This design comes from an exercise in tuning for small area and a short achievable clock period on the open sky130 flow, not from production work.
RTL that was checked went through simulation tests only; none was proved equivalent to the original.
Power figures rest on the tool's default switching activity, not on a simulated workload.

## before
Design lowp2, start of the top module:
module lowp2(signal_in,
             signal_out,
             time_constant,
             clock_in,
             reset,
             enable);
==> module lowp2_add, before the edit <==
module lowp2_add #(parameter W = 36) (a, b, y);
input  [W-1:0] a;
input  [W-1:0] b;
output [W-1:0] y;
localparam L = $clog2(W);
wire [W-1:0] gl [0:L];
wire [W-1:0] pl [0:L];
assign gl[0] = a & b;
assign pl[0] = a ^ b;
genvar l, i;
generate
    for (l = 0; l < L; l = l + 1) begin : lev
        for (i = 0; i < W; i = i + 1) begin : bt
            if (i >= (1 << l)) begin : mix
                assign gl[l+1][i] = gl[l][i] | (pl[l][i] & gl[l][i - (1 << l)]);
                assign pl[l+1][i] = pl[l][i] & pl[l][i - (1 << l)];
            end else begin : pass
                assign gl[l+1][i] = gl[l][i];
                assign pl[l+1][i] = pl[l][i];
            end
        end
    end
endgenerate
assign y = pl[0] ^ {gl[L][W-2:0], 1'b0};
endmodule
export LEC_CHECK = 0
export CAP_MARGIN = 20
export CORE_MARGIN = 2
export CORE_UTILIZATION = 62
export PLACE_DENSITY = 0.72
export SLEW_MARGIN = 20
export SYNTH_HIERARCHICAL = 1
export SYNTH_MINIMUM_KEEP_SIZE = 0
create_clock -name core_clock -period 18.0 [get_ports {clock_in}]
standard.sh (not shown) runs the stock make flow with config.mk's settings and CLKGATE_MAP_FILE= SYNTH_SCRIPT=/design/flow/synth_recipe.tcl, a recipe that flattens the netlist after the stock synthesis.
==> flow/flow/run.sh <==
#!/bin/bash
# The standard layout (the standard.sh), with changes to how it is made:
#  - ports are buffered with buf_4 instead of the delay buffer buffer_ports picks by default;
#  - CTS inserts no dummy loads and clusters more sinks per leaf buffer;
#  - timing repair aims for a setup margin, so that it sizes the few paths through the
#    adder and the ports for speed (the SDC and its clock period are the standard flow's, unchanged).
set -euo pipefail
CTS="-sink_clustering_enable -repair_clock_nets -dont_use_dummy_load"
CTS="$CTS -sink_clustering_size 20 -sink_clustering_max_diameter 60"
bash standard.sh \
  "BUFFER_PORTS_ARGS=-buffer_cell sky130_fd_sc_hd__buf_4" \
  "CTS_ARGS=$CTS" \
  "SETUP_SLACK_MARGIN=13.8" \
  finish > standard_make.log 2>&1
Edits applied to the flow inputs when going from before to after:
-- flow/design.v --
<<< before, line 43
input  [W-1:0] b;
output [W-1:0] y;
localparam L = $clog2(W);
wire [W-1:0] gl [0:L];
wire [W-1:0] pl [0:L];
>>> after, line 43
input  [W-1:0] b;
output [W-1:0] y;
localparam L = 6;                   
wire [W-1:0] gl [0:L];
wire [W-1:0] pl [0:L];
[summary]
- From after to before, via count did not move at all.
- Between after and before, the die area does not differ in any meaningful way.
- Final critical-path share of the clock period came out exactly the same in before and after.
- Diff before..after | area of the mapped netlist | unchanged
- As far as sequential cell count goes, after and before are indistinguishable; the numbers are identical.
- Going from before to after, count of multi-input gates ~0 delta, sequential power ~0 delta, clock tree buffer count of the final layout ~0 delta, top achievable clock speed ~0 delta, number of standard cells in the final layout excluding fillers ~0 delta.
Only the layout flow was run in before; the RTL was not checked for function there.

---

lowp2, a different RTL version from the one above (not shown whole).
Size: ~64 I/O pins, roughly 0.15 sq mm of cells after synthesis.
==> module lowp2, before the edit <==
module lowp2(signal_in,
             signal_out,
             time_constant,
             clock_in,
             reset,
             enable);
input                 enable;
input  signed [27:0]  signal_in;
output signed [27:0]  signal_out;
input  signed [4:0]   time_constant;
input                 clock_in;
input                 reset;
localparam N = 256;
localparam W = 36;
reg  [28*(N-1)-1:0] sr;     
reg  [27:0]     last;       
reg  [7:0]      cnt;        
reg             full;       
reg  [W-1:0]    sumn;       
reg  [27:0]     outq;       
wire            full_next = ~reset & (full | (cnt == 8'd255));
wire [W-1:0] base = ~sumn - {{(W-28){last[27]}}, last};
wire [W-1:0] nsum, nsumn;
lowp2_add #(.W(W)) add (.a({{(W-28){signal_in[27]}}, signal_in}), .b(base), .clr(reset),
                        .y(nsum), .yn(nsumn));
always @(posedge clock_in) begin
    sr   <= {sr[28*(N-2)-1:0], signal_in};
    last <= full_next ? sr[28*(N-1)-1 -: 28] : 28'd0;
end
always @(posedge clock_in) begin
    if (reset) begin
        cnt  <= 8'd0;
        full <= 1'b0;
    end else begin
        cnt  <= cnt + 8'd1;
        full <= full_next;
    end
end
always @(posedge clock_in) begin
    sumn <= nsumn;
    outq <= nsum[W-1:8];
end
assign signal_out = outq;
endmodule
==> module lowp2_add, before the edit <==
module lowp2_add #(parameter W = 36) (a, b, clr, y, yn);
input  [W-1:0] a;
input  [W-1:0] b;
input          clr;
output [W-1:0] y;
output [W-1:0] yn;
localparam L = 6;                   
wire [W-1:0] gl [0:L];
wire [W-1:0] pl [0:L];
assign gl[0] = a & b & {W{~clr}};
assign pl[0] = (a ^ b) & {W{~clr}};
genvar l, i;
generate
    for (l = 0; l < L; l = l + 1) begin : lev
        for (i = 0; i < W; i = i + 1) begin : bt
            if (i >= (1 << l)) begin : mix
                assign gl[l+1][i] = gl[l][i] | (pl[l][i] & gl[l][i - (1 << l)]);
                assign pl[l+1][i] = pl[l][i] & pl[l][i - (1 << l)];
            end else begin : pass
                assign gl[l+1][i] = gl[l][i];
                assign pl[l+1][i] = pl[l][i];
            end
        end
    end
endgenerate
assign y  = pl[0] ^ {gl[L][W-2:0], 1'b0};
assign yn = ~y;
endmodule
Settings: LEC_CHECK=0, CAP_MARGIN=20, CORE_MARGIN=2, CORE_UTILIZATION=62, PLACE_DENSITY=0.72, SLEW_MARGIN=20, SYNTH_HIERARCHICAL=1, SYNTH_MINIMUM_KEEP_SIZE=0; clock period 18.0 ns.
==> flow/flow/run.sh <==
#!/bin/bash
# The standard layout (the standard.sh), with changes to how it is made:
#  - ports are buffered with buf_4 instead of the delay buffer buffer_ports picks by default;
#  - CTS inserts no dummy loads and clusters more sinks per leaf buffer;
#  - timing repair aims for a setup margin, so that it sizes the few paths through the
#    adder and the ports for speed (the SDC and its clock period are the standard flow's, unchanged).
set -euo pipefail
CTS="-sink_clustering_enable -repair_clock_nets -dont_use_dummy_load"
CTS="$CTS -sink_clustering_size 28 -sink_clustering_max_diameter 50"
bash standard.sh \
  "BUFFER_PORTS_ARGS=-buffer_cell sky130_fd_sc_hd__buf_4" \
  "CTS_ARGS=$CTS" \
  "SETUP_SLACK_MARGIN=13.8" \
  finish > standard_make.log 2>&1
Rerun with:
--- a/flow/design.v
+++ b/flow/design.v
@@ -19,41 +19,38 @@
 reg  [W-1:0]    sumn;       
 reg  [27:0]     outq;       
 wire            full_next = ~reset & (full | (cnt == 8'd255));
 wire [W-1:0] base = ~sumn - {{(W-28){last[27]}}, last};
-wire [W-1:0] nsum, nsumn;
-lowp2_add #(.W(W)) add (.a({{(W-28){signal_in[27]}}, signal_in}), .b(base), .clr(reset),
-                        .y(nsum), .yn(nsumn));
+wire [W-1:0] nsum;
+lowp2_add #(.W(W)) add (.a({{(W-28){signal_in[27]}}, signal_in}), .b(base), .y(nsum));
 always @(posedge clock_in) begin
     sr   <= {sr[28*(N-2)-1:0], signal_in};
     last <= full_next ? sr[28*(N-1)-1 -: 28] : 28'd0;
 end
 always @(posedge clock_in) begin
     if (reset) begin
         cnt  <= 8'd0;
         full <= 1'b0;
+        sumn <= {W{1'b1}};
+        outq <= 28'd0;
     end else begin
         cnt  <= cnt + 8'd1;
         full <= full_next;
+        sumn <= ~nsum;
+        outq <= nsum[W-1:8];
     end
-end
-always @(posedge clock_in) begin
-    sumn <= nsumn;
-    outq <= nsum[W-1:8];
 end
 assign signal_out = outq;
 endmodule
-module lowp2_add #(parameter W = 36) (a, b, clr, y, yn);
+module lowp2_add #(parameter W = 36) (a, b, y);
 input  [W-1:0] a;
 input  [W-1:0] b;
-input          clr;
 output [W-1:0] y;
-output [W-1:0] yn;
-localparam L = 6;                   
+localparam L = $clog2(W);
 wire [W-1:0] gl [0:L];
 wire [W-1:0] pl [0:L];
-assign gl[0] = a & b & {W{~clr}};
-assign pl[0] = (a ^ b) & {W{~clr}};
+assign gl[0] = a & b;
+assign pl[0] = a ^ b;
 genvar l, i;
 generate
     for (l = 0; l < L; l = l + 1) begin : lev
         for (i = 0; i < W; i = i + 1) begin : bt
@@ -66,7 +63,6 @@
             end
         end
     end
 endgenerate
-assign y  = pl[0] ^ {gl[L][W-2:0], 1'b0};
-assign yn = ~y;
+assign y = pl[0] ^ {gl[L][W-2:0], 1'b0};
 endmodule
Effect: Count of clock-buffer cells in the layout went down by 1. Cell area barely changes. Core utilization barely changes. Combinational power went up by 29%. Power went up by 2.3%. Global-route usage went up by 0.40 points. Synthesized area is about the same. Clock skew went down by 0.011 ns. Setup slack improved by 0.30 ns. Hold slack improved by 0.0093 ns. Via count went down by 0.78%. Sequential share of layout area hardly moves. Die area is about the same. First-iteration DRC count went down by 4.0%.
No functional check of the RTL was part of any run of this note.

---

lowp2, a different RTL version from the one above (not shown whole).
For scale: roughly 8200 cells after synthesis, roughly 64 I/O pins, ~150000 um2 of cells after synthesis.
==> module lowp2, before the edit <==
module lowp2(signal_in,
             signal_out,
             time_constant,
             clock_in,
             reset,
             enable);
input                 enable;
input  signed [27:0]  signal_in;
output signed [27:0]  signal_out;
input  signed [4:0]   time_constant;
input                 clock_in;
input                 reset;
localparam N = 256;
localparam W = 36;
reg  [28*(N-1)-1:0] sr;     
reg  [27:0]     last;       
reg  [7:0]      cnt;        
reg             full;       
reg  [W-1:0]    sumn;       
reg  [27:0]     outq;       
wire            full_next = ~reset & (full | (cnt == 8'd255));
wire [W-1:0] base = ~sumn - {{(W-28){last[27]}}, last};
wire [W-1:0] nsum, nsumn;
lowp2_add #(.W(W)) add (.a({{(W-28){signal_in[27]}}, signal_in}), .b(base), .clr(reset),
                        .y(nsum), .yn(nsumn));
always @(posedge clock_in) begin
    sr   <= {sr[28*(N-2)-1:0], signal_in};
    last <= full_next ? sr[28*(N-1)-1 -: 28] : 28'd0;
end
always @(posedge clock_in) begin
    if (reset) begin
        cnt  <= 8'd0;
        full <= 1'b0;
    end else begin
        cnt  <= cnt + 8'd1;
        full <= full_next;
    end
    sumn <= nsumn;
    outq <= nsum[W-1:8];
end
assign signal_out = outq;
endmodule
==> module lowp2_add, before the edit <==
module lowp2_add #(parameter W = 36) (a, b, clr, y, yn);
input  [W-1:0] a;
input  [W-1:0] b;
input          clr;
output [W-1:0] y;
output [W-1:0] yn;
wire [W-1:0] gn0 = ~(a & b);
wire [W-1:0] pn0 = ~(a ^ b);
wire [W-1:0] p   = a ^ b;
wire [W-1:0] g1, p1, gn2, pn2, g3, p3, gn4, pn4, g5, p5, gn6, pn6;
lowp2_pfx_n #(.W(W), .D(1))  l1 (.gn(gn0), .pn(pn0), .g(g1),  .p(p1));
lowp2_pfx_t #(.W(W), .D(2))  l2 (.g(g1),  .p(p1),  .gn(gn2), .pn(pn2));
lowp2_pfx_n #(.W(W), .D(4))  l3 (.gn(gn2), .pn(pn2), .g(g3),  .p(p3));
lowp2_pfx_t #(.W(W), .D(8))  l4 (.g(g3),  .p(p3),  .gn(gn4), .pn(pn4));
lowp2_pfx_n #(.W(W), .D(16)) l5 (.gn(gn4), .pn(pn4), .g(g5),  .p(p5));
lowp2_pfx_t #(.W(W), .D(32)) l6 (.g(g5),  .p(p5),  .gn(gn6), .pn(pn6));
lowp2_sum #(.W(W)) s (.p(p), .cn({gn6[W-2:0], 1'b1}), .clr(clr), .y(y), .yn(yn));
endmodule
==> module lowp2_sum, before the edit <==
module lowp2_sum #(parameter W = 36) (p, cn, clr, y, yn);
input  [W-1:0] p;
input  [W-1:0] cn;
input          clr;
output [W-1:0] y;
output [W-1:0] yn;
assign yn = (p ^ cn) | {W{clr}};
assign y  = ~yn;
endmodule
==> flow/config.mk <==
export PLATFORM = sky130hd
export DESIGN_NAME = lowp2
export DESIGN_NICKNAME = lowp2
export VERILOG_FILES = /design/flow/design.v
export SDC_FILE = /design/flow/constraint.sdc
export NUM_CORES = 4
export LEC_CHECK = 0
export CAP_MARGIN = 20
export CORE_MARGIN = 2
export CORE_UTILIZATION = 62
export PLACE_DENSITY = 0.72
export SLEW_MARGIN = 20
export SYNTH_HIERARCHICAL = 1
export SYNTH_MINIMUM_KEEP_SIZE = 0
==> flow/constraint.sdc <==
create_clock -name core_clock -period 18.0 [get_ports {clock_in}]
set_input_delay 3.6000 -clock core_clock [delete_from_list [all_inputs] [get_ports {clock_in}]]
set_output_delay 3.6000 -clock core_clock [all_outputs]
set_load 0.01 [all_outputs]
==> flow/flow/run.sh <==
#!/bin/bash
# The standard layout (the standard.sh), with changes to how it is made:
#  - ports are buffered with buf_4 instead of the delay buffer buffer_ports picks by default;
#  - CTS inserts no dummy loads, and drives up to 20 flip-flops from each clkbuf_8 leaf;
#  - timing repair aims for a setup margin, so that it sizes the few paths through the
#    adder and the ports for speed (the SDC and its clock period are the standard flow's, unchanged);
set -euo pipefail
CTS="-sink_clustering_enable -repair_clock_nets -dont_use_dummy_load"
CTS="$CTS -sink_clustering_size 20 -sink_clustering_max_diameter 50"
CTS="$CTS -sink_clustering_buffer sky130_fd_sc_hd__clkbuf_8"
# all ports on one stretch of the left edge, beside the adder and the sum registers
PINS="-exclude top:* -exclude bottom:* -exclude right:* -exclude left:0-200 -exclude left:300-490"
bash standard.sh \
  "BUFFER_PORTS_ARGS=-buffer_cell sky130_fd_sc_hd__buf_4" \
  "CTS_ARGS=$CTS" \
  "PLACE_PINS_ARGS=$PINS" \
  "SETUP_SLACK_MARGIN=13.15" \
  finish > standard_make.log 2>&1
Edit:
--- a/flow/design.v
+++ b/flow/design.v
@@ -16,13 +16,12 @@
 reg  [27:0]     last;       
 reg  [7:0]      cnt;        
 reg             full;       
-reg  [W-1:0]    sumn;       
-reg  [27:0]     outq;       
+reg  [W-1:0]    sum;        
 wire            full_next = ~reset & (full | (cnt == 8'd255));
-wire [W-1:0] base = ~sumn - {{(W-28){last[27]}}, last};
-wire [W-1:0] nsum, nsumn;
+wire [W-1:0] base = sum - {{(W-28){last[27]}}, last};
+wire [W-1:0] nsum;
 lowp2_add #(.W(W)) add (.a({{(W-28){signal_in[27]}}, signal_in}), .b(base), .clr(reset),
-                        .y(nsum), .yn(nsumn));
+                        .y(nsum));
 always @(posedge clock_in) begin
     sr   <= {sr[28*(N-2)-1:0], signal_in};
     last <= full_next ? sr[28*(N-1)-1 -: 28] : 28'd0;
@@ -35,17 +34,15 @@
         cnt  <= cnt + 8'd1;
         full <= full_next;
     end
-    sumn <= nsumn;
-    outq <= nsum[W-1:8];
+    sum <= nsum;
 end
-assign signal_out = outq;
+assign signal_out = sum[W-1:8];
 endmodule
-module lowp2_add #(parameter W = 36) (a, b, clr, y, yn);
+module lowp2_add #(parameter W = 36) (a, b, clr, y);
 input  [W-1:0] a;
 input  [W-1:0] b;
 input          clr;
 output [W-1:0] y;
-output [W-1:0] yn;
 wire [W-1:0] gn0 = ~(a & b);
 wire [W-1:0] pn0 = ~(a ^ b);
 wire [W-1:0] p   = a ^ b;
@@ -56,7 +53,7 @@
 lowp2_pfx_t #(.W(W), .D(8))  l4 (.g(g3),  .p(p3),  .gn(gn4), .pn(pn4));
 lowp2_pfx_n #(.W(W), .D(16)) l5 (.gn(gn4), .pn(pn4), .g(g5),  .p(p5));
 lowp2_pfx_t #(.W(W), .D(32)) l6 (.g(g5),  .p(p5),  .gn(gn6), .pn(pn6));
-lowp2_sum #(.W(W)) s (.p(p), .cn({gn6[W-2:0], 1'b1}), .clr(clr), .y(y), .yn(yn));
+lowp2_sum #(.W(W)) s (.p(p), .cn({gn6[W-2:0], 1'b1}), .clr(clr), .y(y));
 endmodule
 module lowp2_pfx_t #(parameter W = 36, parameter D = 1) (g, p, gn, pn);
 input  [W-1:0] g;
@@ -94,12 +91,10 @@
     end
 endgenerate
 endmodule
-module lowp2_sum #(parameter W = 36) (p, cn, clr, y, yn);
+module lowp2_sum #(parameter W = 36) (p, cn, clr, y);
 input  [W-1:0] p;
 input  [W-1:0] cn;
 input          clr;
 output [W-1:0] y;
-output [W-1:0] yn;
-assign yn = (p ^ cn) | {W{clr}};
-assign y  = ~yn;
+assign y = ~((p ^ cn) | {W{clr}});
 endmodule
Effect: The changed run completed without violations. Total power went down by 2.7%. Worst setup slack gets worse by 0.024 ns. Die area went down by 0.45%. Core utilization went down by 0.42 points. Hold slack gets worse by 0.0039 ns. Combinational power went down by about 20%. Global-route usage went up by 0.29 points. Clock-buffer cell count went down by 1. Register-to-register slack gets better by 0.08 ns. Maximum frequency went down by about 0.5%. Routed wire length went up by 2.1%. Final cell count went down by 0.49%. Via count went down by about 0.46%. Final area went down by 0.81%.
For the first run of this note, only the layout was checked, not whether the RTL still works.

-- static timing again, ports no longer ideal --
No port has a modelled driver above. Below, the same layouts with a new extraction and two added sets of constraints. Step 1 (the two cells are an assumption about what drives the block):
set clk [get_ports {clock_in}]
set_driving_cell -lib_cell sky130_fd_sc_hd__clkbuf_16 $clk
set_driving_cell -lib_cell sky130_fd_sc_hd__buf_2 [delete_from_list [all_inputs] $clk]
Step 2 times the ports against the registers' clock, not the clock port: input delays grow and output delays shrink by t, the midpoint of the rising clock arrivals with the driver on. Three values: ideal, step 1, step 2; two values: the first two.
| run | t (ns) | setup slack, ns | hold WS [ns] | clock arrival spread, ns | worst data-port slew with drivers (ns) |
|---|---|---|---|---|---|
| before | 0.977 | 12.965 / 12.876 / 12.075 | 0.226 / 0.226 / 0.226 | 0.139 / 0.140 | 0.12 |
| after | 0.977 | 12.965 / 12.876 / 12.075 | 0.226 / 0.226 / 0.226 | 0.139 / 0.140 | 0.12 |
| the first run of note 2 | 1.004 | 12.631 / 12.681 / 11.677 | 0.239 / 0.239 / 0.239 | 0.158 / 0.158 | 0.07 |
| the second run of note 2 | 1.007 | 12.935 / 12.901 / 11.954 | 0.249 / 0.249 / 0.249 | 0.159 / 0.160 | 0.08 |
| the first run of note 3 | 0.940 | 13.032 / 12.960 / 12.216 | 0.221 / 0.221 / 0.221 | 0.135 / 0.136 | 0.08 |
| the second run of note 3 | 0.915 | 13.008 / 12.943 / 12.269 | 0.217 / 0.217 / 0.217 | 0.157 / 0.157 | 0.06 |
After both steps setup and hold are still met in every run listed. For the second run of note 2, which loses most, drivers alone change the setup slack by -0.034 ns; drivers and shift together by -0.981 ns.
